This is an optimization exercise on Yosys and OpenROAD, whose aim is small area, a short achievable clock period and few clock cycles per item, not a production implementation.
At most, simulation tests tie the RTL to the original design; equivalence was not proved.
No activity file was given, so power comes from the tool's default toggle rates.

==> inputs of 10-15 <==
==> flow/design.v <==
module huffman(clk, reset, gray_valid, gray_data, CNT_valid, CNT1, CNT2, CNT3, CNT4, CNT5, CNT6,
               code_valid, HC1, HC2, HC3, HC4, HC5, HC6, M1, M2, M3, M4, M5, M6);
input clk;
input reset;
input gray_valid;
input [7:0] gray_data;
output reg CNT_valid;
output [7:0] CNT1, CNT2, CNT3, CNT4, CNT5, CNT6;
output reg code_valid;
output [7:0] HC1, HC2, HC3, HC4, HC5, HC6;
output [7:0] M1, M2, M3, M4, M5, M6;
reg        pv;           
reg  [2:0] pd;
reg        run;          
reg  [3:0] tc;           
reg  [7:0] w [0:5];      
reg  [5:0] m [0:5];      
reg  [4:0] r [1:6];      
assign CNT1 = w[5]; assign CNT2 = w[0]; assign CNT3 = w[1];
assign CNT4 = w[2]; assign CNT5 = w[3]; assign CNT6 = w[4];
wire go      = run | CNT_valid;
wire step    = go & (~tc[3] | (tc[2:0] < 3'd5));    
wire combine = (tc > 4'd4) & tc[0] & (tc != 4'd13);
wire [4:0] uns;
assign uns[0] = tc < 4'd4;
assign uns[1] = tc < 4'd3;
assign uns[2] = tc < 4'd2;
assign uns[3] = tc < 4'd1;
assign uns[4] = 1'b0;
wire [5:1] lt;
genvar gi;
generate for (gi = 1; gi < 6; gi = gi + 1) begin : g_lt
  assign lt[gi] = w[gi] < w[0];
end endgenerate
wire [4:0] c = uns | lt;
wire [7:0] sum = w[0] + w[1];
always @(posedge clk or posedge reset) begin
  if (reset) begin
    pv <= 1'b0; pd <= 3'd0; CNT_valid <= 1'b0; code_valid <= 1'b0;
    run <= 1'b0; tc <= 4'd0;
  end else begin
    pv <= gray_valid & ~run;
    pd <= gray_data[2:0];
    CNT_valid <= pv & ~gray_valid;
    if (CNT_valid) run <= 1'b1;
    if (step) tc <= tc + 4'd1;
    code_valid <= step & (tc == 4'd12);
  end
end
integer i;
always @(posedge clk) begin
  if (reset) begin
    for (i = 0; i < 6; i = i + 1) w[i] <= 8'd0;
  end else if (step) begin
    if (combine) begin
      w[0] <= sum;
      for (i = 1; i < 5; i = i + 1) w[i] <= w[i+1];
      w[5] <= 8'hff;
    end else begin
      for (i = 0; i < 5; i = i + 1)
        if (c[i]) w[i] <= w[i+1];
        else if (i == 0 || c[i-1]) w[i] <= w[0];
      if (c[4]) w[5] <= w[0];
    end
  end else if (pv) begin
    for (i = 0; i < 5; i = i + 1)
      if (pd == i + 2) w[i] <= w[i] + 8'd1;
    if (pd == 3'd1) w[5] <= w[5] + 8'd1;
  end
end
always @* m[5] = ~(m[0] | m[1] | m[2] | m[3] | m[4]);
always @(posedge clk or posedge reset) begin
  if (reset) begin
    m[0] <= 6'b000010; m[1] <= 6'b000100; m[2] <= 6'b001000;
    m[3] <= 6'b010000; m[4] <= 6'b100000;
  end else if (step) begin
    if (combine) begin
      m[0] <= m[0] | m[1];
      for (i = 1; i < 5; i = i + 1) m[i] <= m[i+1];
    end else begin
      for (i = 0; i < 5; i = i + 1)
        if (c[i]) m[i] <= m[i+1];
        else if (i == 0 || c[i-1]) m[i] <= m[0];
    end
  end
end
function [4:0] lead(input [4:0] v);    
  lead = {v[4], v[3] & ~v[4], v[2] & ~|v[4:3], v[1] & ~|v[4:2], v[0] & ~|v[4:1]};
endfunction
function [4:0] add_bit(input [4:0] v, input b);   
  reg [4:0] l;
  begin
    l = lead(v);
    add_bit = (v & ~l) | (l & {5{b}}) | {l[3:0], 1'b0};
  end
endfunction
genvar k;
generate for (k = 1; k <= 6; k = k + 1) begin : g_lvl
  wire a = m[0][k-1];
  wire b = m[1][k-1];
  always @(posedge clk or posedge reset) begin
    if (reset) r[k] <= 5'b00001;
    else if (step & combine & (a | b)) r[k] <= add_bit(r[k], a);
  end
end endgenerate
function [7:0] mask_of(input [4:0] v);
  mask_of = {3'b000, |v[4], |v[4:3], |v[4:2], |v[4:1], 1'b1};   
endfunction
function [7:0] code_of(input [4:0] v, input b);
  code_of = {3'b000, v & ({1'b0, |v[4], |v[4:3], |v[4:2], |v[4:1]} | {5{b}})};
endfunction
assign M1 = mask_of(r[1]); assign HC1 = code_of(r[1], m[0][0]);
assign M2 = mask_of(r[2]); assign HC2 = code_of(r[2], m[0][1]);
assign M3 = mask_of(r[3]); assign HC3 = code_of(r[3], m[0][2]);
assign M4 = mask_of(r[4]); assign HC4 = code_of(r[4], m[0][3]);
assign M5 = mask_of(r[5]); assign HC5 = code_of(r[5], m[0][4]);
assign M6 = mask_of(r[6]); assign HC6 = code_of(r[6], m[0][5]);
endmodule
==> flow/run.sh <==
#!/bin/bash
# synth_recipe.tcl (not shown) runs the flow's synth.tcl, then flattens the netlist and writes it again
# the make line also repeats each setting of config.mk as NAME=value (left out here)
make -C /OpenROAD-flow-scripts/flow DESIGN_CONFIG=/design/flow/config.mk WORK_HOME=/design/flow/orfs CLKGATE_MAP_FILE= SYNTH_SCRIPT=/design/flow/synth_recipe.tcl finish
==> flow/config.mk <==
export PLATFORM = sky130hd
export DESIGN_NAME = huffman
export DESIGN_NICKNAME = huffman
export VERILOG_FILES = /design/flow/design.v
export SDC_FILE = /design/flow/constraint.sdc
export NUM_CORES = 4
export LEC_CHECK = 0
export CAP_MARGIN = 20
export CORE_MARGIN = 2
export CORE_UTILIZATION = 40
export SETUP_SLACK_MARGIN = 1.55
export SLEW_MARGIN = 20
==> flow/constraint.sdc <==
create_clock -name core_clock -period 4.0 [get_ports {clk}]
set_input_delay 0.8000 -clock core_clock [delete_from_list [all_inputs] [get_ports {clk}]]
set_output_delay 0.8000 -clock core_clock [all_outputs]
set_load 0.01 [all_outputs]
==> inputs of 07-18, as changes to 10-15 <==
--- a/flow/design.v
+++ b/flow/design.v
@@ -9,8 +9,7 @@
 output reg code_valid;
 output [7:0] HC1, HC2, HC3, HC4, HC5, HC6;
 output [7:0] M1, M2, M3, M4, M5, M6;
-reg        pv;           
-reg  [2:0] pd;
+reg        gv1;          
 reg        run;          
 reg  [3:0] tc;           
 reg  [7:0] w [0:5];      
@@ -36,12 +35,11 @@
 wire [7:0] sum = w[0] + w[1];
 always @(posedge clk or posedge reset) begin
   if (reset) begin
-    pv <= 1'b0; pd <= 3'd0; CNT_valid <= 1'b0; code_valid <= 1'b0;
+    gv1 <= 1'b0; CNT_valid <= 1'b0; code_valid <= 1'b0;
     run <= 1'b0; tc <= 4'd0;
   end else begin
-    pv <= gray_valid & ~run;
-    pd <= gray_data[2:0];
-    CNT_valid <= pv & ~gray_valid;
+    gv1 <= gray_valid;
+    CNT_valid <= gv1 & ~gray_valid;
     if (CNT_valid) run <= 1'b1;
     if (step) tc <= tc + 4'd1;
     code_valid <= step & (tc == 4'd12);
@@ -62,10 +60,10 @@
         else if (i == 0 || c[i-1]) w[i] <= w[0];
       if (c[4]) w[5] <= w[0];
     end
-  end else if (pv) begin
+  end else if (gray_valid & ~run) begin
     for (i = 0; i < 5; i = i + 1)
-      if (pd == i + 2) w[i] <= w[i] + 8'd1;
-    if (pd == 3'd1) w[5] <= w[5] + 8'd1;
+      if (gray_data[2:0] == i + 2) w[i] <= w[i] + 8'd1;
+    if (gray_data[2:0] == 3'd1) w[5] <= w[5] + 8'd1;
   end
 end
 always @* m[5] = ~(m[0] | m[1] | m[2] | m[3] | m[4]);
- ABC_AREA: default -> 1
- SETUP_SLACK_MARGIN: 1.55 -> 1.4
==> inputs of 02-24, as changes to 10-15 <==
==> flow/design.v, changed modules only <==
module huffman(clk, reset, gray_valid, gray_data, CNT_valid, CNT1, CNT2, CNT3, CNT4, CNT5, CNT6,
               code_valid, HC1, HC2, HC3, HC4, HC5, HC6, M1, M2, M3, M4, M5, M6);
input clk;
input reset;
input gray_valid;
input [7:0] gray_data;
output reg CNT_valid;
output [7:0] CNT1, CNT2, CNT3, CNT4, CNT5, CNT6;
output reg code_valid;
output [7:0] HC1, HC2, HC3, HC4, HC5, HC6;
output [7:0] M1, M2, M3, M4, M5, M6;
reg        pv;           
reg  [2:0] pd;
reg        run;          
reg  [3:0] tc;           
reg  [7:0] w [0:5];      
reg  [2:0] p [1:6];      
reg  [4:0] r [1:6];      
assign CNT1 = w[5]; assign CNT2 = w[0]; assign CNT3 = w[1];
assign CNT4 = w[2]; assign CNT5 = w[3]; assign CNT6 = w[4];
wire go      = run | CNT_valid;
wire step    = go & (~tc[3] | (tc[2:0] < 3'd5));    
wire combine = (tc > 4'd4) & tc[0] & (tc != 4'd13);
wire [4:0] uns;
assign uns[0] = tc < 4'd4;
assign uns[1] = tc < 4'd3;
assign uns[2] = tc < 4'd2;
assign uns[3] = tc < 4'd1;
assign uns[4] = 1'b0;
wire [5:1] lt;
genvar gi;
generate for (gi = 1; gi < 6; gi = gi + 1) begin : g_lt
  assign lt[gi] = w[gi] < w[0];
end endgenerate
wire [4:0] c = uns | lt;
wire [2:0] q = c[4] ? 3'd5 : c[3] ? 3'd4 : c[2] ? 3'd3 : c[1] ? 3'd2 : c[0] ? 3'd1 : 3'd0;
reg  [7:0] wsel;
always @* begin
  case (pd)
    3'd1: wsel = w[5];
    3'd2: wsel = w[0];
    3'd3: wsel = w[1];
    3'd4: wsel = w[2];
    3'd5: wsel = w[3];
    default: wsel = w[4];
  endcase
end
wire [7:0] sum = (run ? w[0] : wsel) + (run ? w[1] : 8'd1);
always @(posedge clk or posedge reset) begin
  if (reset) begin
    pv <= 1'b0; pd <= 3'd0; CNT_valid <= 1'b0; code_valid <= 1'b0;
    run <= 1'b0; tc <= 4'd0;
  end else begin
    pv <= gray_valid & ~run;
    pd <= gray_data[2:0];
    CNT_valid <= pv & ~gray_valid;
    if (CNT_valid) run <= 1'b1;
    if (step) tc <= tc + 4'd1;
    code_valid <= step & (tc == 4'd12);
  end
end
wire cnt = pv & (pd != 3'd0) & (pd != 3'd7);
integer i;
always @(posedge clk or posedge reset) begin
  if (reset) begin
    for (i = 0; i < 6; i = i + 1) w[i] <= 8'd0;
  end else if (step) begin
    if (combine) begin
      w[0] <= sum;
      for (i = 1; i < 5; i = i + 1) w[i] <= w[i+1];
      w[5] <= 8'hff;
    end else begin
      for (i = 0; i < 5; i = i + 1)
        if (c[i]) w[i] <= w[i+1];
        else if (i == 0 || c[i-1]) w[i] <= w[0];
      if (c[4]) w[5] <= w[0];
    end
  end else if (cnt) begin
    for (i = 0; i < 5; i = i + 1)
      if (pd == i + 2) w[i] <= sum;
    if (pd == 3'd1) w[5] <= sum;
  end
end
function [4:0] lead(input [4:0] v);    
  lead = {v[4], v[3] & ~v[4], v[2] & ~|v[4:3], v[1] & ~|v[4:2], v[0] & ~|v[4:1]};
endfunction
function [4:0] add_bit(input [4:0] v, input b);   
  reg [4:0] l;
  begin
    l = lead(v);
    add_bit = (v & ~l) | (l & {5{b}}) | {l[3:0], 1'b0};
  end
endfunction
genvar k;
generate for (k = 1; k <= 6; k = k + 1) begin : g_lvl
  wire [2:0] pk = p[k];
  wire top = (pk[2:1] == 2'b00);
  always @(posedge clk or posedge reset) begin
    if (reset) begin
      p[k] <= (k == 1) ? 3'd5 : k - 2;
      r[k] <= 5'b00001;
    end else if (step) begin
      if (combine) begin
        p[k] <= top ? 3'd0 : pk - 3'd1;
        if (top) r[k] <= add_bit(r[k], ~pk[0]);
      end else begin
        if (pk == 3'd0) p[k] <= q;
        else if (pk <= q) p[k] <= pk - 3'd1;
      end
    end
  end
end endgenerate
function [7:0] mask_of(input [4:0] v);
  mask_of = {3'b000, |v[4], |v[4:3], |v[4:2], |v[4:1], |v[4:0]};
endfunction
function [7:0] code_of(input [4:0] v, input b);
  code_of = {3'b000, (v & {1'b0, |v[4], |v[4:3], |v[4:2], |v[4:1]}) | (lead(v) & {5{b}})};
endfunction
assign M1 = mask_of(r[1]); assign HC1 = code_of(r[1], p[1] == 3'd0);
assign M2 = mask_of(r[2]); assign HC2 = code_of(r[2], p[2] == 3'd0);
assign M3 = mask_of(r[3]); assign HC3 = code_of(r[3], p[3] == 3'd0);
assign M4 = mask_of(r[4]); assign HC4 = code_of(r[4], p[4] == 3'd0);
assign M5 = mask_of(r[5]); assign HC5 = code_of(r[5], p[5] == 3'd0);
assign M6 = mask_of(r[6]); assign HC6 = code_of(r[6], p[6] == 3'd0);
endmodule
- SETUP_SLACK_MARGIN: 1.55 -> default
==> summary.txt <==
slew at the pin closest to its max-slew limit 0.799 ns; gp weighted congestion 0.897; die height 152 um; hold path startpoint run$_DFFE_PP0P_; DR WL/cell 19.2 um; outcome no timing/DRC/antenna violations; ys async rst share 0.597; met3 usage 0.0427; cell area after synthesis 0.00878 sq mm; post-DP HPWL 18400 um; nets 1366; biggest regs w (48), m (30), r (24); Logic power comb 0.00835 W; Buf/Inv on CP 1; fill count 1932; buffer share of cell area 0.193; number of library cell types mapped by synthesis 84; clock sinks 119; first-pass GRT wire length 47000 um
The numbers above come from 10-15.

==> summary.txt <==
biggest regs w (48), r (24), p (18); clock sinks 107; die height 150 um; met3 usage 0.0294; outcome no timing/DRC/antenna violations; slew at the pin closest to its max-slew limit 0.834 ns; fill count 2010; post-DP HPWL 18500 um; number of library cell types mapped by synthesis 81; cell area after synthesis 0.00856 sq mm; first-pass GRT wire length 39100 um; ys async rst share 1.00; Buf/Inv on CP 2
The numbers above come from 02-24.

==> summary.txt <==
first-pass GRT wire length 40800 um; post-DP HPWL 17800 um; DR WL/cell 14.9 um; outcome no timing/DRC/antenna violations; fill count 2129; slew at the pin closest to its max-slew limit 0.794 ns; met3 usage 0.0373; Logic power comb 0.00667 W; cell area after synthesis 0.00865 sq mm; gp weighted congestion 0.876; biggest regs w (48), m (30), r (24); clock sinks 116; number of library cell types mapped by synthesis 47; die height 151 um; nets 1490
The numbers above come from 07-18.

Testbench counts of 07-18, summed over its fixed seeds: cycles 22,080, images 192.
Only the layout flow was run in 10-15 and 02-24; the RTL was not checked for function there.

==> port drivers added, routing unchanged <==
In the flow no input, the clock included, has a driving cell. The finished layouts below were timed again as built, in two steps.
Step 1 (the two cells are an assumption about what drives the block):
set clk [get_ports {clk}]
set_driving_cell -lib_cell sky130_fd_sc_hd__clkbuf_16 $clk
set_driving_cell -lib_cell sky130_fd_sc_hd__buf_2 [delete_from_list [all_inputs] $clk]
Step 2 also shifts input and output timing later by t, the mid clock arrival at the registers, as if the neighbouring blocks saw the same clock.
a / b / c = ideal ports / drivers / drivers and shift; a / b = the first two.
run	t (ns)	setup WS [ns]	worst slew at a driven data input, ns
10-15	0.478	1.448 / 1.399 / 1.360	0.03
07-18	0.469	1.437 / 1.389 / 1.109	0.04
02-24	0.404	0.259 / 0.259 / 0.259	0.04
After both steps setup and hold are still met in every run listed. The setup slack of 07-18, which loses most, moves by -0.048 ns with the drivers and by -0.328 ns with both steps.
